From an optimization exercise on the open Yosys and OpenROAD flow, aimed at small area; shortcuts taken in it are not production practice. At most, simulation tests tie the RTL to the original design; equivalence was not proved. Function not checked in runs 4 and 5: the RTL went through the layout flow alone. No driver is modelled on the clock port, so clocking that relies on it looks cheaper here than on a real chip. Power and IR drop assume default switching activity.

==> flow/design.v <==
module ping_pong(up1,up2,down1,down2,start,rst,clkin,ledr,ledc,clkout,outs,en);
input up1,up2,down1,down2,start;
input rst;
input clkin;
output clkout;
output [6:0] outs;
output [3:0] en;
output [7:0] ledr, ledc;
reg [3:0] dcnt;
reg [2:0] col;           
reg [4:0] h;             
wire dstep   = dcnt[3] & dcnt[0];           
wire started = ~(dcnt[3] & dcnt[1]);        
wire c3      = col[1] & col[0];
wire hwrap   = h[4] & h[3];                 
wire h0      = (h == 5'd0);
wire h12     = h[3] & h[2] & ~h[1] & ~h[0];
wire orise   = dstep & hwrap & c3;                     
wire grise   = dstep & h0 & ~col[1] & ~col[0];         
wire gfall   = dstep & h12 & col[1] & ~col[0];         
assign clkout = ~h[4] & (~(h[3] & h[2]) | (~h[1] & ~h[0] & ~col[1]));    
always @(posedge clkin) begin
    if (rst) begin
        dcnt    <= 4'd11;
        col     <= 3'd7;
        h       <= 5'd24;
    end else begin
        dcnt    <= dstep ? 4'd0 : dcnt + 4'd1;
        if (dstep) begin
            col <= col + 3'd1;
            if (c3) h <= hwrap ? 5'd0 : h + 5'd1;
        end
    end
end
reg smv, sdn;
always @(posedge clkin)
    if (orise) begin
        smv <= start & (up1 ^ down1);
        sdn <= start & (down1 | ~up1);
    end
wire s_st = smv | sdn;
wire s_u1 = smv & ~sdn;
wire s_d1 = smv &  sdn;
reg [2:0] p1, p2;    
reg [2:0] bx, by;    
reg       vx;        
reg [1:0] vy;        
reg [3:0] score1, score2;
reg       resetb;    
always @(posedge clkin) begin
    if (rst)
        p2 <= 3'd1;
    else if (orise & start & (up2 ^ down2)) begin
        if (down2 & ~(p2[2] & p2[1])) p2 <= p2 + 3'd1;
        if (up2 & (p2[2] | p2[1])) p2 <= p2 - 3'd1;
    end
end
always @(posedge clkin) begin
    if (rst) begin
        p1 <= 3'd1;
        bx <= 3'd4; by <= 3'd4;
    end else if (grise & s_st) begin
        if (s_d1 & ~(p1[2] & p1[1])) p1 <= p1 + 3'd1;
        if (s_u1 & (p1[2] | p1[1])) p1 <= p1 - 3'd1;
        if (!resetb) begin
            bx <= vx ? bx - 3'd1 : bx + 3'd1;
            if (!vy[1]) by <= vy[0] ? by - 3'd1 : by + 3'd1;
        end else begin
            bx <= 3'd3; by <= 3'd3;
        end
    end
end
wire edge_row = (by == 3'd0) | (by == 3'd7);
wire [2:0] ps   = bx[2] ? p2 : p1;         
wire [2:0] dy   = by - ps;
wire hit  = ~(dy[2] ^ dy[1]) & (~dy[1] | dy[0]) & ~edge_row;    
wire side = (bx == 3'd6) | (bx == 3'd1);
always @(posedge clkin) begin
    if (rst) begin
        vx <= 1'b1;
        vy <= 2'd2;
        score1 <= 4'd0;
        score2 <= 4'd0;
        resetb <= 1'b0;
    end else if (gfall) begin
        if (side) begin
            if (hit) vy <= {~dy[0], dy[2]};
            vx <= bx[2] ^ ~hit;
        end
        if (!resetb) begin
            if (bx == 3'd7) begin
                score1 <= score1 + 4'd1; vx <= 1'b1; resetb <= 1'b1;
            end else if (bx == 3'd0) begin
                score2 <= score2 + 4'd1; vx <= 1'b0; resetb <= 1'b1;
            end
        end else
            resetb <= 1'b0;
        if (by == 3'd0) vy <= 2'd0;
        if (by == 3'd7) vy <= 2'd1;
    end
end
wire [3:0] sc = col[0] ? score2 : score1;
reg  [6:0] seg;
always @(*) begin
    case (sc)
    4'd0: seg = 7'b0000001;
    4'd1: seg = 7'b1001111;
    4'd2: seg = 7'b0010010;
    4'd3: seg = 7'b0000110;
    4'd4: seg = 7'b1001100;
    4'd5: seg = 7'b0100100;
    4'd6: seg = 7'b0100000;
    4'd7: seg = 7'b0001111;
    4'd8: seg = 7'b0000000;
    default: seg = 7'b0000100;
    endcase
end
assign outs = started ? seg : 7'b1111111;
assign en   = started ? (col[0] ? 4'b1110 : 4'b0111) : 4'b1111;
assign ledc = started ? (8'b10000000 >> col) : 8'b00000000;
wire [2:0] pd    = col[0] ? p2 : p1;     
wire [7:0] prow;
assign prow[0] = ~pd[2] & ~pd[1];
assign prow[1] = ~pd[2] & ~(pd[1] & pd[0]);
assign prow[2] = ~pd[2];
assign prow[3] = (pd == 3'd2) | (pd == 3'd3) | (pd == 3'd4);
assign prow[4] = (pd == 3'd3) | (pd == 3'd4) | (pd == 3'd5);
assign prow[5] = pd[2];
assign prow[6] = pd[2] & (pd[1] | pd[0]);
assign prow[7] = pd[2] & pd[1];
wire [7:0] ball  = (bx == col) ? (8'b00000001 << by) : 8'b00000000;
wire [7:0] lit   = ball | ((ledc[7] | ledc[0]) ? prow : 8'b0);    
assign ledr = started ? ~lit : 8'b11111111;
endmodule
==> flow/flow/run.sh <==
#!/bin/bash
# Layout flow: the standard synthesis, then the combinational logic of the
# synthesized netlist is re-mapped by ABC for area (flip-flops are kept as the
# standard synthesis made them, same instances, names and cells), then the
# standard ORFS flow from floorplan to finish, with small port buffers and a
# clock net split over a few buffers (flow/clkgroups.tcl) instead of CTS's tree.
# Each tool logs to its own file in this folder.
set -euo pipefail
R=orfs/results/sky130hd/ping_pong/base
L=orfs/logs/sky130hd/ping_pong/base

bash standard.sh synth > log_1_standard_synth.txt 2>&1
cp $R/1_2_yosys.v synth_standard.v

# same dont-use list that the standard synthesis gave ABC
DONTUSE=$(grep -m1 -oE '^abc .*' $L/1_2_yosys.log | grep -oE -- '-dont_use [^ ]+' | tr '\n' ' ')
LIB=$FLOW_HOME/platforms/sky130hd/lib/sky130_fd_sc_hd__tt_025C_1v80.lib

# several ABC scripts; the smallest result that proves equivalent is used
SCRIPTS=("+strash;dc2;dch,-f;amap")
for seed in 1 2 3 4 5 6 7 8 9 10 11 12; do
  SCRIPTS+=("+strash;&get,-n;&deepsyn,-T,30,-S,$seed;&put;dch,-f;amap")
done
for i in "${!SCRIPTS[@]}"; do
cat > reabc_$i.ys <<EOS
read_liberty -ignore_miss_func $LIB
read_verilog synth_standard.v
hierarchy -top $FLOW_TOP
setattr -mod -set blackbox 1 sky130_fd_sc_hd__df* sky130_fd_sc_hd__edf* sky130_fd_sc_hd__sdf* sky130_fd_sc_hd__dl* sky130_fd_sc_hd__conb_1
flatten
opt -purge
abc -liberty $LIB $DONTUSE -script ${SCRIPTS[$i]}
opt_clean -purge
hilomap -singleton -hicell sky130_fd_sc_hd__conb_1 HI -locell sky130_fd_sc_hd__conb_1 LO
splitnets
opt_clean -purge
tee -o reabc_stat_$i.txt stat -liberty $LIB
write_verilog -noattr -nohex -nodec synth_reabc_$i.v
EOS
( yosys -l log_2_reabc_yosys_$i.txt -q -s reabc_$i.ys > /dev/null 2>&1 || true ) &
if (( (i + 1) % ${NUM_CORES:-4} == 0 )); then wait; fi
done
wait

# equivalence of a re-mapped netlist with the standard one
equiv() {
cat > equiv_$1.ys <<EOS
read_liberty -ignore_miss_func $LIB
read_verilog synth_standard.v
rename $FLOW_TOP gold
read_verilog synth_reabc_$1.v
rename $FLOW_TOP gate
flatten gold gate
opt_clean
equiv_make gold gate equiv
hierarchy -top equiv
equiv_simple -undef
equiv_induct -undef
equiv_status -assert
EOS
yosys -l log_3_equiv_yosys_$1.txt -q -s equiv_$1.ys > /dev/null 2>&1
}
CHOSEN=""
for i in $(for i in "${!SCRIPTS[@]}"; do [[ -f reabc_stat_$i.txt ]] && echo "$(grep 'Chip area' reabc_stat_$i.txt | awk '{print $NF}') $i"; done | sort -n | awk '{print $2}'); do
  if equiv $i; then CHOSEN=$i; break; fi
done
if [[ -z "$CHOSEN" ]]; then
  echo "no re-mapped netlist proved equivalent; using the standard synthesis" > reabc_choice.txt
else
  echo "chosen: $CHOSEN ${SCRIPTS[$CHOSEN]} $(grep 'Chip area' reabc_stat_$CHOSEN.txt)" > reabc_choice.txt
  cp synth_reabc_$CHOSEN.v $R/1_2_yosys.v
  touch $R/1_2_yosys.v
fi

# extra ORFS settings for the layout (array EXTRA)
source flow/settings.sh
bash standard.sh finish "${EXTRA[@]}" > log_4_standard_finish.txt 2>&1
==> flow/flow/clkgroups.tcl <==
# Clock distribution (run before CTS, which then finds the clock already buffered): the clock sinks are split into NG groups along x, each
# driven by one buffer of type CBUF at the group's centroid; the clock port
# drives the NG buffers directly.
foreach {v d} {CLKNET clkin NG 2 CBUF sky130_fd_sc_hd__clkbuf_8} {
  if {![info exists ::env(CLK_$v)]} { set ::env(CLK_$v) $d }
}
set block [ord::get_db_block]
set dbu [[ord::get_db_tech] getDbUnitsPerMicron]
set sinks {}
foreach it [[$block findNet $::env(CLK_CLKNET)] getITerms] {
  if {![$it isInputSignal]} { continue }
  set b [[$it getInst] getBBox]
  lappend sinks [list [expr {([$b xMin] + [$b xMax]) / 2}] [expr {([$b yMin] + [$b yMax]) / 2}] [[$it getInst] getName]/[[$it getMTerm] getName]]
}
set sinks [lsort -integer -index 0 $sinks]
set n [llength $sinks]
set ng $::env(CLK_NG)
for {set g 0} {$g < $ng} {incr g} {
  set lo [expr {$g * $n / $ng}]; set hi [expr {($g + 1) * $n / $ng - 1}]
  set grp [lrange $sinks $lo $hi]
  set xs 0; set ys 0; set pins {}
  foreach s $grp { set xs [expr {$xs + [lindex $s 0]}]; set ys [expr {$ys + [lindex $s 1]}]; lappend pins [get_pins [lindex $s 2]] }
  set k [llength $grp]
  insert_buffer -buffer_cell $::env(CLK_CBUF) -net $::env(CLK_CLKNET) -load_pins $pins -location [list [expr {$xs/$k/double($dbu)}] [expr {$ys/$k/double($dbu)}]] -buffer_name clkbuf_g$g -net_name clknet_g$g
}
==> flow/flow/settings.sh <==
EXTRA=(
  "BUFFER_PORTS_ARGS=-buffer_cell sky130_fd_sc_hd__buf_1"
  "PRE_CTS_TCL=$PWD/flow/clkgroups.tcl"
  "CTS_ARGS=-sink_clustering_enable -repair_clock_nets -dont_use_dummy_load -buf_list sky130_fd_sc_hd__clkbuf_8 -sink_clustering_size 50 -sink_clustering_max_diameter 300"
)
==> flow/standard.sh <==
#!/bin/bash
# synth_recipe.tcl (not shown) runs the flow's synth.tcl, then flattens the netlist and writes it again
# the make line also repeats each setting of config.mk as NAME=value (left out here)
make -C /OpenROAD-flow-scripts/flow DESIGN_CONFIG=/design/flow/config.mk WORK_HOME=/design/flow/orfs CLKGATE_MAP_FILE= SYNTH_SCRIPT=/design/flow/synth_recipe.tcl "${@:-finish}"
==> flow/config.mk <==
export PLATFORM = sky130hd
export DESIGN_NAME = ping_pong
export DESIGN_NICKNAME = ping_pong
export VERILOG_FILES = /design/flow/design.v
export SDC_FILE = /design/flow/constraint.sdc
export NUM_CORES = 4
export LEC_CHECK = 0
export CAP_MARGIN = 20
export CORE_MARGIN = 2
export CORE_UTILIZATION = 40
export SLEW_MARGIN = 20
==> flow/constraint.sdc <==
create_clock -name core_clock -period 8.0 [get_ports {clkin}]
set_input_delay 1.6000 -clock core_clock [delete_from_list [all_inputs] [get_ports {clkin}]]
set_output_delay 1.6000 -clock core_clock [all_outputs]
set_load 0.01 [all_outputs]
==> key figures, run 1 <==
Status
  – Status: finished clean

Route
  – Antenna Nets Post-Route: 0
  – DRT Pass-1 Iters: 4
  – Vias per cell: 5.34
  – Residual DRC: 0
  – Wire per inst: 13.0 um
  – Final wirelength: 5.04 mm
  – First-iteration detailed-routing DRC count: 133
  – DR vias: 2068

Place
  – Post-DP HPWL: 3.86 mm
  – Pre-CTS setup slack: 3950 ps
  – Port buffer count: 32
  – Routability cong.: 0.896
  – Inst Count DP: 385

Final layout
  – Fin nets: 329
  – Fraction of layout cells with a size suffix above 1: 0.625%
  – ANT cells: 0
  – Finished Core Util: 47.2%
  – Area grow syn2layout: 11.6%
  – Non-filler instance count after layout: 387

GRT
  – Antenna violations before repair: 0
  – GR Util All Layers: 18.7%
  – Gr ovfl total: 0
  – Global-route wire length before repair: 8.49 mm
  – Vias in the first global route: 1826
  – Largest net degree at the start of global routing: 22

Timing
  – Clk_skew: 4.47 ps
  – RSZ-0062 raised after global routing: no
  – Final worst slack: 3680 ps
  – Setup violators final: 0
  – Period minus WS final: 4320 ps
  – Worst Max-Slew Pin Slew: 802 ps
  – Final Max Tran Viols: 0
  – Final Hold Viols: 0
  – Setup TNS Final: 0 ps
  – Final period util: 54.0%
  – Max frequency: 231 MHz
  – Slew margin rel.: 46.5%
  – Hold_ws: 440 ps

Critical path
  – Slowest stage cell, crit path: dfxtp_1
  – FF-to-FF setup slack: 5350 ps
  – Critical path fanouts, max: 11
  – CP peak stage delay: 560 ps
  – Setup CP Type: reg -> out
  – Buf/Inv on CP: 4
  – Arr. time, crit path: 2720 ps
  – Critical path's top delay family: simple AND/OR/NAND/NOR gates
  – CP Capture Type: output port
  – Worst EP required: 6400 ps
  – Crit start category: register
  – Crit-path cells: clkinv_1, nand2_1, nor3_1, a22oi_1, clkinv_1, nor2_1, clkinv_1, nor2_1, or3_1, nor2_1, a21oi_1, buf_1

Die
  – Die area: 5640 um2
  – Row count: 25
  – Initial Util: 42.3%
  – Chip Height: 75.1 um
  – Top-Level Pins: 35
  – DIE WIDTH: 75.1 um
  – Core ar.: 4790 um2

Synth
  – Syn Inst Count: 285
  – Mapped Area: 2020 um2
  – Syn. warnings: 1
  – Mean Syn Cell Area: 7.10 um2

Power and ir drop
  – Maximum VDD drop: 139 uV
  – Power per standard cell area: 160 nW/um2
  – Lkg Pwr: 0.795 nW

Run
  – Max cap viols: 0

Clock network
  – Post-CTS sizing: 0
  – Post-CTS Hold Fix Bufs: 0
  – Reg clk slew, reported paths: 110 ps
  – Setup bufs post-CTS: 0
  – Later-pin clock latency in the skew report: 170 ps

Hold path
  – Hold Crit Class: reg -> reg
-- area by class of cell, without the clock buffers --
cell class	count	area, um2
well taps	67	83.8
flip-flops and latches	38	781
fillers	488	2530
inverters	41	154
repair buffers	32	120
multi-input cells	207	1090
-- state kept, by name (all words and copies together), names as in the netlist --
name,count
score2,4
score1,4
smv,1
sdn,1
by,3
p2,3
resetb,1
h,5
dcnt,4
col,3
vx,1
bx,3
p1,3
vy,2
-- per-stage QoR --
stage	area (um2)	total power [mW]
6_report	2260	0.360
5_1_grt	2260	0.380
4_1_cts	2260	0.343
3_3_place_gp	2230	0.290
3_5_place_dp	2230	0.291
2_1_floorplan	2030	0.265
-- report_power, final --
group | switching [mW] | internal [mW]
Sequential | 0.0106 | 0.199
Clock | 0.0500 | 0.0235
Combinational | 0.0520 | 0.0249
-- per-layer routing --
metal  global-route usage (%)  up-vias  wire (um)
li1                         -     1095          -
met1                     27.0      916       2470
met2                     30.7       48       2270
met3                     1.20        9        199
met4                     3.97        0         95
met5                        0        -          0
-- placed cells by master (no fill, tap or decap), drive strengths merged --
master	instances
or3	2
o311ai	1
conb	2
nand3	4
a222oi	1
and3	5
nor2	57
o31ai	3
nand2	23
nand4	2
and2	1
clkinv	41
nor4	4
o21ai	20
a31oi	6
a211o	1
buf	32
a211oi	9
o21a	3
o211a	2
o311a	1
clkbuf	2
o211ai	3
edfxtp	2
a311oi	2
nor3	15
o221a	1
a21oi	16
nor2b	4
a31o	1
a221oi	1
o2111ai	2
dfxtp	36
o22ai	10
o221ai	2
a22oi	3
-- worst paths after layout --
check,startpoint,end,cells past startpoint
setup / recovery,col[0],ledr[3],12
hold / removal,dcnt[0],dcnt[0],1
setup reg to reg,col[0],p2[1],11
hold reg to reg,dcnt[0],dcnt[0],1
-- worst reg2reg max path: stages, from the launching register on --
cell,delay [ps]
dfxtp_1,560
clkinv_1,310
nor2_1,240
nand2_1,140
clkinv_1,120
nand3_1,170
nor4_1,500
nor2_1,80
a21oi_1,180
nor2_1,80
nor2_1,110
nor2_1,40
==> inputs of run 2 (changes only) <==
--- a/flow/flow/run.sh
+++ b/flow/flow/run.sh
@@ -18,8 +18,9 @@
 
 # several ABC scripts; the smallest result that proves equivalent is used
 SCRIPTS=("+strash;dc2;dch,-f;amap")
-for seed in 1 2 3 4 5 6 7 8 9 10 11 12; do
+for seed in $(seq 1 20); do
   SCRIPTS+=("+strash;&get,-n;&deepsyn,-T,30,-S,$seed;&put;dch,-f;amap")
+  SCRIPTS+=("+strash;&get,-n;&deepsyn,-T,30,-S,$seed;&put;dch,-f;amap,-m")
 done
 for i in "${!SCRIPTS[@]}"; do
 cat > reabc_$i.ys <<EOS
==> flow/flow/settings.sh (replaced) <==
EXTRA=(
  "BUFFER_PORTS_ARGS=-buffer_cell sky130_fd_sc_hd__buf_1"
  "SKIP_REPAIR_TIE_FANOUT=1"
  "PRE_CTS_TCL=$PWD/flow/clkgroups.tcl"
  "CTS_ARGS=-sink_clustering_enable -repair_clock_nets -dont_use_dummy_load -buf_list sky130_fd_sc_hd__clkbuf_8 -sink_clustering_size 50 -sink_clustering_max_diameter 300"
)
==> run 2 against run 1 <==
First-iteration DRC count increased by 12%. Clock skew is 8.8 ps higher. Critical endpoint unchanged. Hold slack got worse by 4.4 ps. Register-to-register slack better by 90 ps. Wire length shrank 1.6%. Largest power group unchanged. Still clean. Area after synthesis fell by 0.12%. Worst setup slack worse by 170 ps. Power barely moved. Via count increased by 0.58%.
==> key figures, run 2 <==
Power and ir drop
  – Maximum VDD drop: 104 uV (-25%)
  – Lkg Pwr: 0.780 nW (-1.9%)
  – Pwr Total: 0.360 mW (about the same)
  – Power per standard cell area: 160 nW/um2 (+0.25%)

Critical path
  – Setup CP Type: reg -> out
  – Critical path's top delay family: buffers and inverters
  – CP Capture Type: output port
  – Crit start category: register
  – Reg2reg start: dcnt[3]
  – CP peak stage delay: 560 ps (about the same)
  – Critical path fanouts, max: 11 (unchanged)
  – Slowest stage cell, crit path: dfxtp_1
  – Launch point of the critical path: col[0]
  – Crit-path cells: clkinv_1, o21ai_0, nor3_1, a22oi_1, clkinv_1, nor2_1, clkinv_1, nor2_1, or3_1, nor2_1, a21oi_1, buf_1
  – Arr. time, crit path: 2890 ps (+170 ps)
  – Buf/Inv on CP: 4 (unchanged)
  – Worst EP required: 6400 ps (about the same)

Die
  – DIE WIDTH: 75.1 um (about the same)
  – Top-Level Pins: 35 (unchanged)
  – Initial Util: 42.2% (-0.052 points)
  – Core ar.: 4790 um2 (unchanged)
  – Chip Height: 75.1 um (about the same)
  – Die area: 5640 um2 (-0.12%)
  – Row count: 25 (unchanged)

Route
  – Vias per cell: 5.43 (+1.6%)
  – Antenna Nets Post-Route: 0 (unchanged)
  – First-iteration detailed-routing DRC count: 149 (+12%)
  – Wire per inst: 12.9 um (-0.54%)
  – Final wirelength: 4.96 mm (-1.6%)
  – DR vias: 2080 (+0.58%)
  – Residual DRC: 0 (unchanged)
  – DRT Pass-1 Iters: 4 (unchanged)

Status
  – Status: finished clean

Final layout
  – Max reg flops: 5 (unchanged)
  – Most frequent cells in the layout: nor2_1, clkinv_1, dfxtp_1
  – Filler cell count: 524 (+7.4%)
  – Fraction of layout cells with a size suffix above 1: 0.633% (+0.0079 points)
  – Fin nets: 325 (-1.2%)
  – Area grow syn2layout: 11.5%
  – ANT cells: 0 (unchanged)
  – Most common cell after layout, fill and taps aside: nor2_1
  – Most flops, register: h

GRT
  – Largest net degree at the start of global routing: 22 (unchanged)
  – Global-route wire length before repair: 8.35 mm (-1.6%)
  – Antenna violations before repair: 0 (unchanged)
  – Vias in the first global route: 1845 (+1.0%)
  – Gr ovfl total: 0 (unchanged)
  – GR Util All Layers: 18.2% (-0.45 points)

Clock network
  – Reg clk slew, reported paths: 110 ps (about the same)
  – Post-CTS sizing: 0 (unchanged)
  – Post-CTS Hold Fix Bufs: 0 (unchanged)
  – Setup bufs post-CTS: 0 (unchanged)
  – Later-pin clock latency in the skew report: 170 ps (about the same)

Timing
  – Period minus WS final: 4490 ps (+170 ps)
  – Final Hold Viols: 0 (unchanged)
  – Final Max Tran Viols: 0 (unchanged)
  – Final period util: 56.2% (+2.1 points)
  – RSZ-0062 raised after global routing: no
  – Slew margin rel.: 46.3% (-0.21 points)
  – Max frequency: 223 MHz (-3.8%)
  – Clk_skew: 13.3 ps (+8.83 ps)
  – Final worst slack: 3510 ps (-170 ps)
  – Setup violators final: 0 (unchanged)
  – Setup TNS Final: 0 ps (unchanged)
  – Worst Max-Slew Pin Slew: 805 ps (+3.12 ps)

Synth
  – Mean Syn Cell Area: 7.17 um2 (+0.94%)
  – Mapped Area: 2020 um2 (-0.12%)
  – Syn Inst Count: 282 (-1.1%)
  – Syn. warnings: 1 (unchanged)

Hold path
  – Hold Crit Class: reg -> reg
  – Hold_sp: dcnt[0]

Place
  – Post-DP HPWL: 3.75 mm (-2.9%)
  – Routability cong.: 0.821 (-8.4%)
  – Pre-CTS setup slack: 3740 ps (-212 ps)
  – Port buffer count: 32 (unchanged)

Run
  – Max cap viols: 0 (unchanged)
==> run 2: final cells by class, without the clock buffers <==
type	instances	area (um2)	share of cell area, %
multi-input combinational	205	1090	48.6
inverter	39	146	6.50
tap	67	83.8	3.72
timing repair buffer	32	120	5.33
sequential	38	781	34.7
==> run 2: final timing paths <==
check	end	slack [ps]	cells past startpoint
worst max-delay path	ledr[3]	3510	12
worst min-delay path	dcnt[0]	440	1
worst max register to register	score1[3]	5440	12
worst min register to register	dcnt[0]	440	1
==> run 2: worst reg2reg max path: stages, from the launching register on <==
cell      delay (ps)
dfxtp_1          350
clkinv_1         130
nor2_1           290
clkinv_1         140
nor4_1           360
nand2_1          180
clkinv_1         120
nand4_1          190
nor2_1           220
nand2_1          120
nor2_1           170
o21ai_0          110
a21oi_1          140
==> run 2: power by group <==
group          switching (mW)  internal (mW)  total [mW]
combinational          0.0519         0.0255      0.0774
clock                  0.0501         0.0235      0.0736
sequential            0.00995          0.199       0.209
total                   0.112          0.248       0.360
==> run 2: routing by layer <==
| metal | track usage [%] | vias to the layer above | wire length, um |
|---|---|---|---|
| met5 | 0 | - | 0 |
| met4 | 1.98 | 0 | 38 |
| met3 | 1.47 | 4 | 142 |
| met2 | 33.3 | 28 | 2380 |
| met1 | 24.1 | 960 | 2400 |
| li1 | - | 1088 | - |
==> run 2: metrics by stage <==
step | instance area (um2) | instances | utilization, % | hold slack (ps)
finish | 2250 | 383 | 47.1 | 435
global route | 2250 | 383 | 47.1 | 463
CTS | 2250 | 383 | 47.1 | 412
detailed placement | 2220 | 381 | 46.5 | 412
global placement | 2220 | 381 | 46.5 | 413
floorplan | 2020 | 282 | - | 392
==> inputs of run 3 (changes only) <==
--- a/flow/flow/clkgroups.tcl
+++ b/flow/flow/clkgroups.tcl
@@ -1,7 +1,7 @@
 # Clock distribution (run before CTS, which then finds the clock already buffered): the clock sinks are split into NG groups along x, each
 # driven by one buffer of type CBUF at the group's centroid; the clock port
 # drives the NG buffers directly.
-foreach {v d} {CLKNET clkin NG 2 CBUF sky130_fd_sc_hd__clkbuf_8} {
+foreach {v d} {CLKNET clkin NG 3 CBUF sky130_fd_sc_hd__clkbuf_8} {
   if {![info exists ::env(CLK_$v)]} { set ::env(CLK_$v) $d }
 }
 set block [ord::get_db_block]
==> run 3 against run 2 <==
Area after synthesis did not move. Flip-flop and latch count unchanged. Still clean on timing, DRC and antenna. Register-to-register slack worse by 30 ps. Sequential share of layout area down 0.21 points. Critical path depth unchanged. Wire length up 0.54%. Largest cell class unchanged. Maximum frequency is 0.24% higher. First-iteration DRC count decreased by 34%.
==> key figures, run 3 <==
Hold path
  – Hold Crit Class: reg -> reg

Power and ir drop
  – Power per standard cell area: 165 nW/um2 (+2.9%)
  – Lkg Pwr: 0.787 nW (+0.92%)
  – Maximum VDD drop: 140 uV (+34%)

Synth
  – Mean Syn Cell Area: 7.17 um2 (unchanged)
  – Syn. warnings: 1 (unchanged)
  – Syn Inst Count: 282 (unchanged)
  – Mapped Area: 2020 um2 (unchanged)

Clock network
  – Post-CTS Hold Fix Bufs: 0 (unchanged)
  – Setup bufs post-CTS: 0 (unchanged)
  – Later-pin clock latency in the skew report: 160 ps (about the same)
  – Post-CTS sizing: 0 (unchanged)
  – Reg clk slew, reported paths: 100 ps (about the same)

Timing
  – Setup violators final: 0 (unchanged)
  – Final Hold Viols: 0 (unchanged)
  – RSZ-0062 raised after global routing: no
  – Clk_skew: 20.8 ps (+7.55 ps)
  – Setup TNS Final: 0 ps (unchanged)
  – Hold_ws: 427 ps (-7.83 ps)
  – Max frequency: 223 MHz (+0.24%)
  – Final period util: 56.0% (-0.14 points)
  – Slew margin rel.: 47.0% (+0.65 points)
  – Period minus WS final: 4480 ps (-11.0 ps)
  – Worst Max-Slew Pin Slew: 795 ps (-9.71 ps)
  – Final Max Tran Viols: 0 (unchanged)

Final layout
  – Most frequent cells in the layout: nor2_1, clkinv_1, dfxtp_1
  – Most flops, register: h
  – Filler cell count: 521 (-0.57%)
  – Fin nets: 326 (+0.31%)
  – Max reg flops: 5 (unchanged)
  – ANT cells: 0 (unchanged)
  – Fraction of layout cells with a size suffix above 1: 0.946% (+0.31 points)
  – Area grow syn2layout: 12.1%
  – Most common cell after layout, fill and taps aside: nor2_1

Die
  – Core ar.: 4790 um2 (unchanged)
  – DIE WIDTH: 75.1 um (unchanged)
  – Top-Level Pins: 35 (unchanged)
  – Row count: 25 (unchanged)
  – Die area: 5640 um2 (unchanged)
  – Initial Util: 42.2% (unchanged)
  – Chip Height: 75.1 um (unchanged)

GRT
  – GR Util All Layers: 18.3% (+0.11 points)
  – Vias in the first global route: 1866 (+1.1%)
  – Gr ovfl total: 0 (unchanged)
  – Largest net degree at the start of global routing: 22 (unchanged)
  – Global-route wire length before repair: 8.41 mm (+0.74%)
  – Antenna violations before repair: 0 (unchanged)

Route
  – Wire per inst: 13.0 um (+0.28%)
  – Routed wl met3: 169 um (+19%)
  – Residual DRC: 0 (unchanged)
  – Antenna Nets Post-Route: 0 (unchanged)
  – First-iteration detailed-routing DRC count: 98 (-34%)
  – Vias per cell: 5.48 (+0.94%)
  – Met2 Wirelength: 2.41 mm (+1.4%)
  – Final wirelength: 4.98 mm (+0.54%)
  – DRT Pass-1 Iters: 4 (unchanged)
  – DR vias: 2105 (+1.2%)
  – Met1 Wirelength: 2.37 mm (-1.1%)
  – Top Metal Used: met4

Place
  – Post-DP HPWL: 3.75 mm (unchanged)
  – Routability cong.: 0.821 (unchanged)
  – Port buffer count: 32 (unchanged)

Critical path
  – CP Capture Type: output port
  – Crit start category: register
  – Arr. time, crit path: 2880 ps (about the same)
  – CP peak stage delay: 560 ps (about the same)
  – Slowest stage cell, crit path: dfxtp_1
  – Critical path fanouts, max: 11 (unchanged)
  – Crit-path cells: clkinv_1, o21ai_0, nor3_1, a22oi_1, clkinv_1, nor2_1, clkinv_1, nor2_1, or3_1, nor2_1, a21oi_1, buf_1
  – Worst EP required: 6400 ps (about the same)
  – Setup CP Type: reg -> out

Status
  – Status: finished clean

Run
  – Max cap viols: 0 (unchanged)
run 3: metrics by stage:
stage / power, mW / utilization (%) / cell area [um2] / std cells / setup slack [ps]
final: 0.373 / 47.3 / 2270 / 384 / 3520
after global routing: 0.395 / 47.3 / 2270 / 384 / 3130
after CTS: 0.354 / 47.3 / 2270 / 384 / 3740
after detailed placement: 0.291 / 46.5 / 2220 / 381 / 3740
after global placement: 0.291 / 46.5 / 2220 / 381 / 3970
after floorplan: 0.265 / - / 2020 / 282 / 4080
run 3: routing by layer:
metal  up-vias  global-route usage, %
met4         0                   1.79
met5         -                      0
met1       978                   23.9
met2        35                   33.9
met3         2                   1.61
li1       1090                      -
run 3: power breakdown:
| part | leakage [nW] | total (mW) | internal, mW | switching [mW] |
|---|---|---|---|---|
| clock | 0.0216 | 0.0863 | 0.0346 | 0.0518 |
| combinational | 0.454 | 0.0776 | 0.0255 | 0.0521 |
| sequential | 0.312 | 0.209 | 0.199 | 0.00993 |
run 3: final timing paths:
| kind | from | end | slack, ps | cells after the start |
|---|---|---|---|---|
| max | col[0] | ledr[3] | 3520 | 12 |
| min | dcnt[0] | dcnt[0] | 430 | 1 |
| max reg2reg | dcnt[3] | score1[3] | 5410 | 12 |
| min reg2reg | dcnt[0] | dcnt[0] | 430 | 1 |
run 3: layout make-up, without the clock buffers:
cell class / instances / area (um2) / area share [%]
inverters: 39 / 146 / 6.46
multi-input cells: 205 / 1090 / 48.3
flip-flops and latches: 38 / 781 / 34.5
repair buffers: 32 / 120 / 5.30
well taps: 67 / 83.8 / 3.70
run 3: critical path: cells and delay by family (launching register included):
family / cells / cell delay [ps]
flops: 1 / 560
compound gates: 3 / 700
simple gates: 5 / 730
buf+inv: 4 / 730
==> inputs of run 4 (changes only) <==
--- a/flow/design.v
+++ b/flow/design.v
@@ -41,7 +41,10 @@
 wire s_st = smv | sdn;
 wire s_u1 = smv & ~sdn;
 wire s_d1 = smv &  sdn;
-reg [2:0] p1, p2;    
+reg [2:0] p2_n;
+wire [2:0] p2 = ~p2_n;
+reg [2:0] p1_n;
+wire [2:0] p1 = ~p1_n;    
 reg [2:0] bx, by;    
 reg       vx;        
 reg [1:0] vy;        
@@ -49,19 +52,19 @@
 reg       resetb;    
 always @(posedge clkin) begin
     if (rst)
-        p2 <= 3'd1;
+        p2_n <= ~(3'd1);
     else if (orise & start & (up2 ^ down2)) begin
-        if (down2 & ~(p2[2] & p2[1])) p2 <= p2 + 3'd1;
-        if (up2 & (p2[2] | p2[1])) p2 <= p2 - 3'd1;
+        if (down2 & ~(p2[2] & p2[1])) p2_n <= ~(p2 + 3'd1);
+        if (up2 & (p2[2] | p2[1])) p2_n <= ~(p2 - 3'd1);
     end
 end
 always @(posedge clkin) begin
     if (rst) begin
-        p1 <= 3'd1;
+        p1_n <= ~(3'd1);
         bx <= 3'd4; by <= 3'd4;
     end else if (grise & s_st) begin
-        if (s_d1 & ~(p1[2] & p1[1])) p1 <= p1 + 3'd1;
-        if (s_u1 & (p1[2] | p1[1])) p1 <= p1 - 3'd1;
+        if (s_d1 & ~(p1[2] & p1[1])) p1_n <= ~(p1 + 3'd1);
+        if (s_u1 & (p1[2] | p1[1])) p1_n <= ~(p1 - 3'd1);
         if (!resetb) begin
             bx <= vx ? bx - 3'd1 : bx + 3'd1;
             if (!vy[1]) by <= vy[0] ? by - 3'd1 : by + 3'd1;
--- a/flow/flow/run.sh
+++ b/flow/flow/run.sh
@@ -20,7 +20,6 @@
 SCRIPTS=("+strash;dc2;dch,-f;amap")
 for seed in $(seq 1 20); do
   SCRIPTS+=("+strash;&get,-n;&deepsyn,-T,30,-S,$seed;&put;dch,-f;amap")
-  SCRIPTS+=("+strash;&get,-n;&deepsyn,-T,30,-S,$seed;&put;dch,-f;amap,-m")
 done
 for i in "${!SCRIPTS[@]}"; do
 cat > reabc_$i.ys <<EOS
--- a/flow/flow/clkgroups.tcl
+++ b/flow/flow/clkgroups.tcl
@@ -1,7 +1,7 @@
 # Clock distribution (run before CTS, which then finds the clock already buffered): the clock sinks are split into NG groups along x, each
 # driven by one buffer of type CBUF at the group's centroid; the clock port
 # drives the NG buffers directly.
-foreach {v d} {CLKNET clkin NG 3 CBUF sky130_fd_sc_hd__clkbuf_8} {
+foreach {v d} {CLKNET clkin NG 2 CBUF sky130_fd_sc_hd__clkbuf_8} {
   if {![info exists ::env(CLK_$v)]} { set ::env(CLK_$v) $d }
 }
 set block [ord::get_db_block]
==> run 4 against run 3 <==
Maximum frequency decreased by 1.5%. Worst setup slack got worse by 69 ps. Global-route usage decreased by 0.10 points. Power decreased by 2.9%. Combinational power increased by 5.0%. Hold slack improved by 13 ps. Sequential share of layout area about the same. Utilization decreased by 0.26 points. Still clean. Final cell count increased by 0.78%. First-iteration DRC count increased by 46%. Flip-flop and latch count unchanged.
==> key figures, run 4 <==
Critical path
  – CP Capture Type: output port
  – Crit start category: register
  – Arr. time, crit path: 2950 ps (+70 ps)
  – Critical path fanouts, max: 13 (+2)
  – Worst EP required: 6400 ps (about the same)
  – Setup CP Type: reg -> out

Clock network
  – Post-CTS sizing: 0 (unchanged)
  – Post-CTS Hold Fix Bufs: 0 (unchanged)
  – Reg clk slew, reported paths: 120 ps (+20 ps)
  – Later-pin clock latency in the skew report: 170 ps (about the same)
  – Setup bufs post-CTS: 0 (unchanged)

Synth
  – Mapped Area: 2030 um2 (+0.43%)
  – Mean Syn Cell Area: 7.12 um2 (-0.62%)
  – Syn Inst Count: 285 (+1.1%)
  – Syn. warnings: 1 (unchanged)

Power and ir drop
  – Maximum VDD drop: 154 uV (+10%)
  – Internal: 0.249 mW (-4.1%)
  – Combinational share of power: 22.5% (+1.7 points)
  – Sequential share of power: 57.3% (+1.2 points)
  – Power per standard cell area: 160 nW/um2 (-3.0%)
  – Sw power: 0.114 mW (about the same)
  – Lkg Pwr: 0.760 nW (-3.4%)
  – Sw Ratio: 31.4% (+0.87 points)
  – Clock power frac: 20.2% (-2.9 points)

Timing
  – Worst Max-Slew Pin Slew: 554 ps (-241 ps)
  – Final Max Tran Viols: 0 (unchanged)
  – Slew margin rel.: 62.8% (+16 points)
  – Final period util: 56.9% (+0.87 points)
  – Max frequency: 220 MHz (-1.5%)
  – Clk_skew: 3.53 ps (-17.3 ps)
  – Setup TNS Final: 0 ps (unchanged)
  – Final Hold Viols: 0 (unchanged)
  – RSZ-0062 raised after global routing: no
  – Period minus WS final: 4550 ps (+69.4 ps)
  – Setup violators final: 0 (unchanged)

Place
  – Port buffer count: 32 (unchanged)
  – Inst Count DP: 385 (+1.0%)
  – Routability cong.: 0.831 (+1.3%)
  – Post-DP HPWL: 3.81 mm (+1.6%)

Route
  – Wire per inst: 12.8 um (-1.3%)
  – Residual DRC: 0 (unchanged)
  – Antenna Nets Post-Route: 0 (unchanged)
  – Vias per cell: 5.41 (-1.3%)
  – DR vias: 2094 (-0.52%)
  – Final wirelength: 4.96 mm (-0.48%)
  – First-iteration detailed-routing DRC count: 143 (+46%)
  – DRT Pass-1 Iters: 4 (unchanged)

Run
  – Max cap viols: 0 (unchanged)

GRT
  – Vias in the first global route: 1849 (-0.91%)
  – Gr ovfl total: 0 (unchanged)
  – Largest net degree at the start of global routing: 21 (-4.5%)
  – Antenna violations before repair: 0 (unchanged)
  – GR Util All Layers: 18.2% (-0.10 points)
  – Global-route wire length before repair: 8.36 mm (-0.58%)

Final layout
  – Max reg flops: 5 (unchanged)
  – Area grow syn2layout: 11.8%
  – Most frequent cells in the layout: nor2_1, clkinv_1, dfxtp_1
  – Most common cell after layout, fill and taps aside: nor2_1
  – ANT cells: 0 (unchanged)
  – Most flops, register: h
  – Non-filler instance count after layout: 387 (+0.78%)
  – Fin nets: 329 (+0.92%)
  – Fraction of layout cells with a size suffix above 1: 0.938% (-0.0089 points)

Die
  – Core ar.: 4820 um2 (+0.65%)
  – Row count: 25 (unchanged)
  – Initial Util: 42.1% (-0.092 points)
  – Top-Level Pins: 35 (unchanged)
  – DIE WIDTH: 75.2 um (+0.21%)
  – Chip Height: 75.2 um (+0.21%)
  – Die area: 5660 um2 (+0.41%)

Hold path
  – Hold Crit Class: reg -> reg

Status
  – Status: finished clean
-- run 4: critical path, stage by stage, from the launching register on --
cell and delay, ps:
dfxtp_1 610, clkinv_1 340, o21ai_0 290, nor3_1 160
a22oi_1 310, clkinv_1 140, nor2_1 160, clkinv_1 90
a311oi_1 320, nor3_1 80, a21oi_1 110, buf_1 170
-- run 4: layout make-up, without the clock buffers --
type / instances / area [um2]
fill: 503 / 2550
inverter: 48 / 180
multi-input combinational: 199 / 1070
sequential: 38 / 781
tap: 67 / 83.8
timing repair buffer: 33 / 128
-- run 4: metrics by stage --
stage / worst slack, ps / cell area (um2) / power [mW] / utilization [%] / hold slack (ps)
detailed placement: 3680 / 2240 / 0.293 / 46.5 / 413
finish: 3450 / 2270 / 0.362 / 47.1 / 440
global route: 3050 / 2270 / 0.385 / 47.1 / 479
floorplan: 3980 / 2030 / 0.266 / - / 394
CTS: 3650 / 2270 / 0.346 / 47.1 / 412
global placement: 3800 / 2240 / 0.293 / 46.5 / 412
-- run 4: worst paths after layout --
path	from	end	slack [ps]	cells after the start
worst max-delay path	col[0]	ledr[3]	3450	11
worst min-delay path	dcnt[0]	dcnt[0]	440	1
worst max register to register	dcnt[3]	score1[3]	4950	12
worst min register to register	dcnt[0]	dcnt[0]	440	1
-- run 4: power groups by stage --
stage	combinational [mW]	sequential [mW]	clock (mW)
after global routing	0.0925	0.210	0.0826
after detailed placement	0.0815	0.212	0
after floorplan	0.0564	0.209	0
after global placement	0.0811	0.212	0
final	0.0815	0.208	0.0733
after CTS	0.0818	0.212	0.0517
-- run 4: metal layers --
layer / track usage, % / part of all wire (%) / up-vias / routed length [um]
met1: 25.6 / 47 / 951 / 2350
met3: 0.937 / 3.9 / 2 / 191
met5: 0 / 0 / - / 0
li1: - / - / 1111 / -
met4: 1.95 / 0.63 / 0 / 31
met2: 32.2 / 48 / 30 / 2390
==> inputs of run 5 (changes only) <==
==> flow/design.v (replaced) <==
module ping_pong(up1,up2,down1,down2,start,rst,clkin,ledr,ledc,clkout,outs,en);
input up1,up2,down1,down2,start;
input rst;
input clkin;
output clkout;
output [6:0] outs;
output [3:0] en;
output [7:0] ledr, ledc;
reg [3:0] dcnt;
reg [2:0] col;           
reg [4:0] h;             
wire dstep   = dcnt[3] & dcnt[0];           
wire started = ~(dcnt[3] & dcnt[1]);        
wire c3      = col[1] & col[0];
wire hwrap   = h[4] & h[3];                 
wire h0      = ~(h[4] | h[3] | h[2] | h[1] | h[0]);
wire h12     = h[3] & h[2] & ~h[1] & ~h[0];
wire orise   = dstep & hwrap & c3;                     
wire grise   = dstep & h0 & ~col[1] & ~col[0];         
wire gfall   = dstep & h12 & col[1] & ~col[0];         
assign clkout = ~h[4] & (~(h[3] & h[2]) | (~h[1] & ~h[0] & ~col[1]));    
wire [3:0] dcnt_n;
assign dcnt_n[0] = ~dcnt[0];
assign dcnt_n[1] = ~dcnt[3] & (dcnt[1] ^ dcnt[0]);
assign dcnt_n[2] = ~dcnt[3] & (dcnt[2] ^ (dcnt[1] & dcnt[0]));
assign dcnt_n[3] = (dcnt[3] & ~dcnt[0]) | (dcnt[2] & dcnt[1] & dcnt[0]);
wire       hstep = dstep & c3;
wire [2:0] col_t = {dstep & c3, dstep & col[0], dstep};
wire [4:0] h_t   = {hstep & h[3] & h[2] & h[1] & h[0], hstep & h[2] & h[1] & h[0],
                    hstep & h[1] & h[0], hstep & h[0], hstep};
always @(posedge clkin) begin
    if (rst) begin
        dcnt    <= 4'd11;
        col     <= 3'd7;
        h       <= 5'd24;
    end else begin
        dcnt    <= dcnt_n;
        col     <= col ^ col_t;
        h       <= (hstep & hwrap) ? 5'd0 : h ^ h_t;
    end
end
reg smv, sdn;
always @(posedge clkin)
    if (orise) begin
        smv <= start & (up1 ^ down1);
        sdn <= start & (down1 | ~up1);
    end
wire s_st = smv | sdn;
reg [2:0] p1, p2;    
reg [2:0] bx, by;    
reg       vx;        
reg [1:0] vy;        
reg [3:0] score1, score2;
reg       resetb;    
wire p2_mv = orise & start & ((down2 & ~up2 & ~(p2[2] & p2[1])) | (up2 & ~down2 & (p2[2] | p2[1])));
wire [2:0] p2_t = {p2_mv & (down2 ? (p2[1] & p2[0]) : (~p2[1] & ~p2[0])),
                   p2_mv & ~(down2 ^ p2[0]),
                   p2_mv};
wire p1_mv = grise & smv & (sdn ? ~(p1[2] & p1[1]) : (p1[2] | p1[1]));
wire [2:0] p1_t = {p1_mv & (sdn ? (p1[1] & p1[0]) : (~p1[1] & ~p1[0])),
                   p1_mv & ~(sdn ^ p1[0]),
                   p1_mv};
wire       bmove = grise & s_st;
wire [2:0] bx_t = {vx ? (~bx[1] & ~bx[0]) : (bx[1] & bx[0]), bx[0] ^ vx, 1'b1};
wire [2:0] by_t = {~vy[1] & (vy[0] ? (~by[1] & ~by[0]) : (by[1] & by[0])),
                   ~vy[1] & (by[0] ^ vy[0]),
                   ~vy[1]};
always @(posedge clkin) begin
    if (rst) begin
        p1 <= 3'd1; p2 <= 3'd1;
        bx <= 3'd4; by <= 3'd4;
    end else begin
        p2 <= p2 ^ p2_t;
        p1 <= p1 ^ p1_t;
        if (bmove) begin
            bx <= resetb ? 3'd3 : bx ^ bx_t;
            by <= resetb ? 3'd3 : by ^ by_t;
        end
    end
end
wire edge_row = (by == 3'd0) | (by == 3'd7);
wire [2:0] ps   = bx[2] ? p2 : p1;         
wire hit0 = (by == ps) & ~edge_row;
wire hitp = (by == ps + 3'd1) & ~edge_row;
wire hitm = (by == ps - 3'd1) & ~edge_row;
wire hit  = hit0 | hitp | hitm;
wire side = (bx == 3'd6) | (bx == 3'd1);
wire sc1  = ~resetb & (bx == 3'd7);
wire sc2  = ~resetb & (bx == 3'd0);
always @(posedge clkin) begin
    if (rst) begin
        vx <= 1'b1;
        vy <= 2'd2;
        score1 <= 4'd0;
        score2 <= 4'd0;
        resetb <= 1'b0;
    end else begin
        score1 <= score1 ^ ({score1[2] & score1[1] & score1[0], score1[1] & score1[0], score1[0], 1'b1} & {4{gfall & sc1}});
        score2 <= score2 ^ ({score2[2] & score2[1] & score2[0], score2[1] & score2[0], score2[0], 1'b1} & {4{gfall & sc2}});
        if (gfall) begin
            resetb <= sc1 | sc2;
            if (sc1 | sc2) vx <= sc1;
            else if (side) vx <= bx[2] ^ ~hit;
            if (edge_row) vy <= {1'b0, by[0]};
            else if (side & hit) vy <= hit0 ? 2'd2 : {1'b0, hitm};
        end
    end
end
wire [3:0] sc = col[0] ? score2 : score1;
reg  [6:0] seg;
always @(*) begin
    case (sc)
    4'd0: seg = 7'b0000001;
    4'd1: seg = 7'b1001111;
    4'd2: seg = 7'b0010010;
    4'd3: seg = 7'b0000110;
    4'd4: seg = 7'b1001100;
    4'd5: seg = 7'b0100100;
    4'd6: seg = 7'b0100000;
    4'd7: seg = 7'b0001111;
    4'd8: seg = 7'b0000000;
    default: seg = 7'b0000100;
    endcase
end
assign outs = started ? seg : 7'b1111111;
assign en   = {~started | col[0], 2'b11, ~started | ~col[0]};
assign ledc = started ? (8'b10000000 >> col) : 8'b00000000;
wire [2:0] pd    = col[0] ? p2 : p1;     
wire [7:0] prow;
assign prow[0] = ~pd[2] & ~pd[1];
assign prow[1] = ~pd[2] & ~(pd[1] & pd[0]);
assign prow[2] = ~pd[2];
assign prow[3] = (pd == 3'd2) | (pd == 3'd3) | (pd == 3'd4);
assign prow[4] = (pd == 3'd3) | (pd == 3'd4) | (pd == 3'd5);
assign prow[5] = pd[2];
assign prow[6] = pd[2] & (pd[1] | pd[0]);
assign prow[7] = pd[2] & pd[1];
wire bm = started & (bx == col);
wire pm = started & (col[2] ~^ col[1]) & (col[1] ~^ col[0]);    
wire [7:0] ball = {8{bm}} & (8'b00000001 << by);
assign ledr = ~(ball | ({8{pm}} & prow));
endmodule
--- a/flow/flow/run.sh
+++ b/flow/flow/run.sh
@@ -17,10 +17,13 @@
 LIB=$FLOW_HOME/platforms/sky130hd/lib/sky130_fd_sc_hd__tt_025C_1v80.lib
 
 # several ABC scripts; the smallest result that proves equivalent is used
-SCRIPTS=("+strash;dc2;dch,-f;amap")
-for seed in $(seq 1 20); do
-  SCRIPTS+=("+strash;&get,-n;&deepsyn,-T,30,-S,$seed;&put;dch,-f;amap")
-done
+SCRIPTS=(
+  "+strash;&get,-n;&deepsyn,-T,30,-S,1;&put;dch,-f;amap"
+  "+strash;&get,-n;&deepsyn,-T,30,-S,2;&put;dch,-f;amap"
+  "+strash;&get,-n;&deepsyn,-T,30,-S,3;&put;dch,-f;amap"
+  "+strash;&get,-n;&deepsyn,-T,30,-S,4;&put;dch,-f;amap"
+  "+strash;dc2;dch,-f;amap"
+)
 for i in "${!SCRIPTS[@]}"; do
 cat > reabc_$i.ys <<EOS
 read_liberty -ignore_miss_func $LIB
@@ -38,7 +41,6 @@
 write_verilog -noattr -nohex -nodec synth_reabc_$i.v
 EOS
 ( yosys -l log_2_reabc_yosys_$i.txt -q -s reabc_$i.ys > /dev/null 2>&1 || true ) &
-if (( (i + 1) % ${NUM_CORES:-4} == 0 )); then wait; fi
 done
 wait
 
--- a/flow/flow/clkgroups.tcl
+++ b/flow/flow/clkgroups.tcl
@@ -1,7 +1,7 @@
 # Clock distribution (run before CTS, which then finds the clock already buffered): the clock sinks are split into NG groups along x, each
 # driven by one buffer of type CBUF at the group's centroid; the clock port
 # drives the NG buffers directly.
-foreach {v d} {CLKNET clkin NG 2 CBUF sky130_fd_sc_hd__clkbuf_8} {
+foreach {v d} {CLKNET clkin NG 3 CBUF sky130_fd_sc_hd__clkbuf_8} {
   if {![info exists ::env(CLK_$v)]} { set ::env(CLK_$v) $d }
 }
 set block [ord::get_db_block]
==> flow/flow/settings.sh (replaced) <==
EXTRA=(
  "BUFFER_PORTS_ARGS=-buffer_cell sky130_fd_sc_hd__buf_1"
  "PRE_CTS_TCL=$PWD/flow/clkgroups.tcl"
  "CTS_ARGS=-sink_clustering_enable -repair_clock_nets -dont_use_dummy_load -buf_list sky130_fd_sc_hd__clkbuf_8 -sink_clustering_size 50 -sink_clustering_max_diameter 300"
)
==> run 5 against run 4 <==
Global-route usage grew 0.18 points. Utilization is 0.72 points lower. Combinational power down 22%. Critical endpoint is now ledr[1]. Highest routed layer unchanged.
==> key figures, run 5 <==
Timing
  – Setup violators final: 0 (unchanged)
  – Setup TNS Final: 0 ps (unchanged)
  – Max frequency: 232 MHz (+5.5%)
  – RSZ-0062 raised after global routing: no
  – Final period util: 53.9% (-3.0 points)
  – Slew margin rel.: 27.9% (-35 points)
  – Final Hold Viols: 0 (unchanged)
  – Final Max Tran Viols: 0 (unchanged)
  – Period minus WS final: 4310 ps (-238 ps)
  – Clk_skew: 12.4 ps (+8.88 ps)
  – Hold_ws: 432 ps (-8.04 ps)
  – Worst Max-Slew Pin Slew: 1080 ps (+527 ps)

Route
  – Antenna Nets Post-Route: 0 (unchanged)
  – Wire per inst: 12.7 um (-1.0%)
  – Met2 Wirelength: 2.46 mm (+2.9%)
  – Residual DRC: 0 (unchanged)
  – Final wirelength: 5.18 mm (+4.4%)
  – Routed wl met3: 211 um (+10%)
  – Met1 Wirelength: 2.47 mm (+5.2%)
  – DRT Pass-1 Iters: 4 (unchanged)
  – First-iteration detailed-routing DRC count: 157 (+9.8%)
  – Vias per cell: 5.30 (-2.1%)
  – DR vias: 2161 (+3.2%)
  – Top Metal Used: met4

Critical path
  – CP peak stage delay: 540 ps (-70 ps)
  – Setup CP Type: reg -> out
  – Critical path fanouts, max: 11 (-2)
  – R2R depth: 10 (-2)
  – Critical path's top delay family: compound AO/OA/AOI/OAI gates
  – Buf/Inv on CP: 2 (-2)
  – Arr. time, crit path: 2710 ps (-240 ps)
  – Crit-path cells: clkinv_1, nand2_1, nor3_1, a22oi_1, o21ai_0, nor2_1, and2_0, o22a_1, buf_1
  – Reg2reg start: col[0]
  – Worst EP required: 6400 ps (about the same)
  – CP Capture Type: output port
  – Worst reg2reg path endpoint: p2[2]
  – FF-to-FF setup slack: 4840 ps (-110 ps)
  – Slowest stage cell, crit path: dfxtp_1
  – Crit start category: register

Die
  – Initial Util: 41.4% (-0.73 points)
  – Chip Height: 76.5 um (+1.6%)
  – Core ar.: 5070 um2 (+5.4%)
  – DIE WIDTH: 76.5 um (+1.6%)
  – Row count: 26 (+4.0%)
  – Top-Level Pins: 35 (unchanged)
  – Die area: 5850 um2 (+3.3%)

Hold path
  – Hold_sp: dcnt[0]
  – Cells on Worst Hold Path: 1 (unchanged)
  – Hold Crit Class: reg -> reg
  – Hold EP: dcnt[0]

Place
  – Routability cong.: 0.894 (+7.6%)
  – Post-DP HPWL: 4.01 mm (+5.4%)
  – Port buffer count: 32 (unchanged)

GRT
  – Global-route wire length before repair: 9.26 mm (+11%)
  – GR Util All Layers: 18.4% (+0.18 points)
  – Antenna violations before repair: 0 (unchanged)
  – Largest net degree at the start of global routing: 21 (unchanged)
  – Gr ovfl total: 0 (unchanged)
  – Vias in the first global route: 1984 (+7.3%)

Synth
  – Mapped Area: 2100 um2 (+3.5%)
  – Syn Inst Count: 302 (+6.0%)
  – Syn. warnings: 1 (unchanged)
  – Mean Syn Cell Area: 6.96 um2 (-2.3%)

Clock network
  – Later-pin clock latency in the skew report: 150 ps (-20 ps)
  – Setup bufs post-CTS: 0 (unchanged)
  – Post-CTS sizing: 0 (unchanged)
  – Reg clk slew, reported paths: 90 ps (-30 ps)
  – Post-CTS Hold Fix Bufs: 0 (unchanged)

Final layout
  – Max reg flops: 5 (unchanged)
  – Most common cell after layout, fill and taps aside: nor2_1
  – Fraction of layout cells with a size suffix above 1: 0.888% (-0.050 points)
  – ANT cells: 0 (unchanged)
  – Most flops, register: h
  – Most frequent cells in the layout: nor2_1, clkinv_1, dfxtp_1
  – Area grow syn2layout: 12.0%
  – Top Registers: h x5, score1 x4, score2 x4
  – Fin nets: 347 (+5.5%)

Power and ir drop
  – Sw Ratio: 28.2% (-3.2 points)
  – Combinational share of power: 18.1% (-4.4 points)
  – Lkg Pwr: 0.727 nW (-4.3%)
  – Clock power frac: 23.7% (+3.5 points)
  – Internal: 0.253 mW (+1.8%)
  – Power per standard cell area: 150 nW/um2 (-6.2%)
  – Sw power: 0.0993 mW (-13%)
  – Pwr Total: 0.353 mW (-2.7%)
  – Sequential share of power: 58.2% (+0.9 points)
  – Maximum VDD drop: 133 uV (-14%)

Status
  – Status: finished clean

Run
  – Max cap viols: 0 (unchanged)
==> run 5: stage by stage <==
| step | utilization [%] | cell area (um2) | setup slack [ps] | instances |
|---|---|---|---|---|
| finish | 46.4 | 2350 | 3690 | 408 |
| global route | 46.4 | 2350 | 3320 | 408 |
| CTS | 46.4 | 2350 | 3900 | 408 |
| detailed placement | 45.6 | 2310 | 3900 | 405 |
| global placement | 45.6 | 2310 | 4040 | 405 |
| floorplan | - | 2100 | 4260 | 303 |
==> run 5: power groups by stage <==
stage	clock [mW]	combinational, mW	sequential [mW]
after global routing	0.0926	0.0726	0.207
after global placement	0	0.0636	0.210
after detailed placement	0	0.0637	0.210
final	0.0836	0.0637	0.205
after floorplan	0	0.0437	0.208
after CTS	0.0627	0.0640	0.210
==> run 5: how the worst max path moves through the flow <==
stage	from	endpoint	slack [ps]	cells after the start
6_report	col[0]	ledr[1]	3690	9
5_1_grt	col[0]	ledr[1]	3320	9
4_1_cts	col[0]	ledr[1]	3900	9
3_5_place_dp	col[0]	ledr[1]	3900	9
3_3_place_gp	register	ledr[1]	4040	11
2_1_floorplan	register	ledr[1]	4260	10
==> run 5: cell type report, without the clock buffers <==
| cell class | count | area [um2] |
|---|---|---|
| multi-input cells | 215 | 1140 |
| repair buffers | 32 | 120 |
| well taps | 70 | 87.6 |
| fillers | 542 | 2720 |
| inverters | 50 | 188 |
| flip-flops and latches | 38 | 781 |
==> run 5: per-layer routing <==
metal,vias to the layer above,GRT usage (%)
li1,1148,-
met1,967,24.7
met2,42,33.7
met3,4,1.18
met4,0,1.45
met5,-,0

-- separate check: timing with driven ports --
Ports are ideal in the flow. The routed layouts listed here were re-timed in OpenROAD. Step 1, drivers: a clkbuf_16 drives clkin and a buf_2 each remaining input, both assumed. Step 2, shift: input delay + t, output delay - t, t = (earliest + latest rising clock arrival at the registers) / 2. This alone moves slack from input paths to output paths. Slacks: no drivers / after step 1 / after step 2; pairs: no drivers / after step 1.
run	t (ns)	setup slack, ns	hold WS [ns]	worst setup path after step 2
run 1	0.208	3.677 / 3.637 / 3.846	0.440 / 0.440 / 0.440	register to output
run 2	0.207	3.507 / 3.468 / 3.674	0.435 / 0.435 / 0.435	register to output
run 3	0.191	3.518 / 3.474 / 3.664	0.427 / 0.427 / 0.427	register to output
run 4	0.207	3.448 / 3.410 / 3.617	0.440 / 0.440 / 0.440	register to output
run 5	0.186	3.686 / 3.642 / 3.828	0.432 / 0.432 / 0.432	register to output
After both steps setup and hold are still met in every run listed.
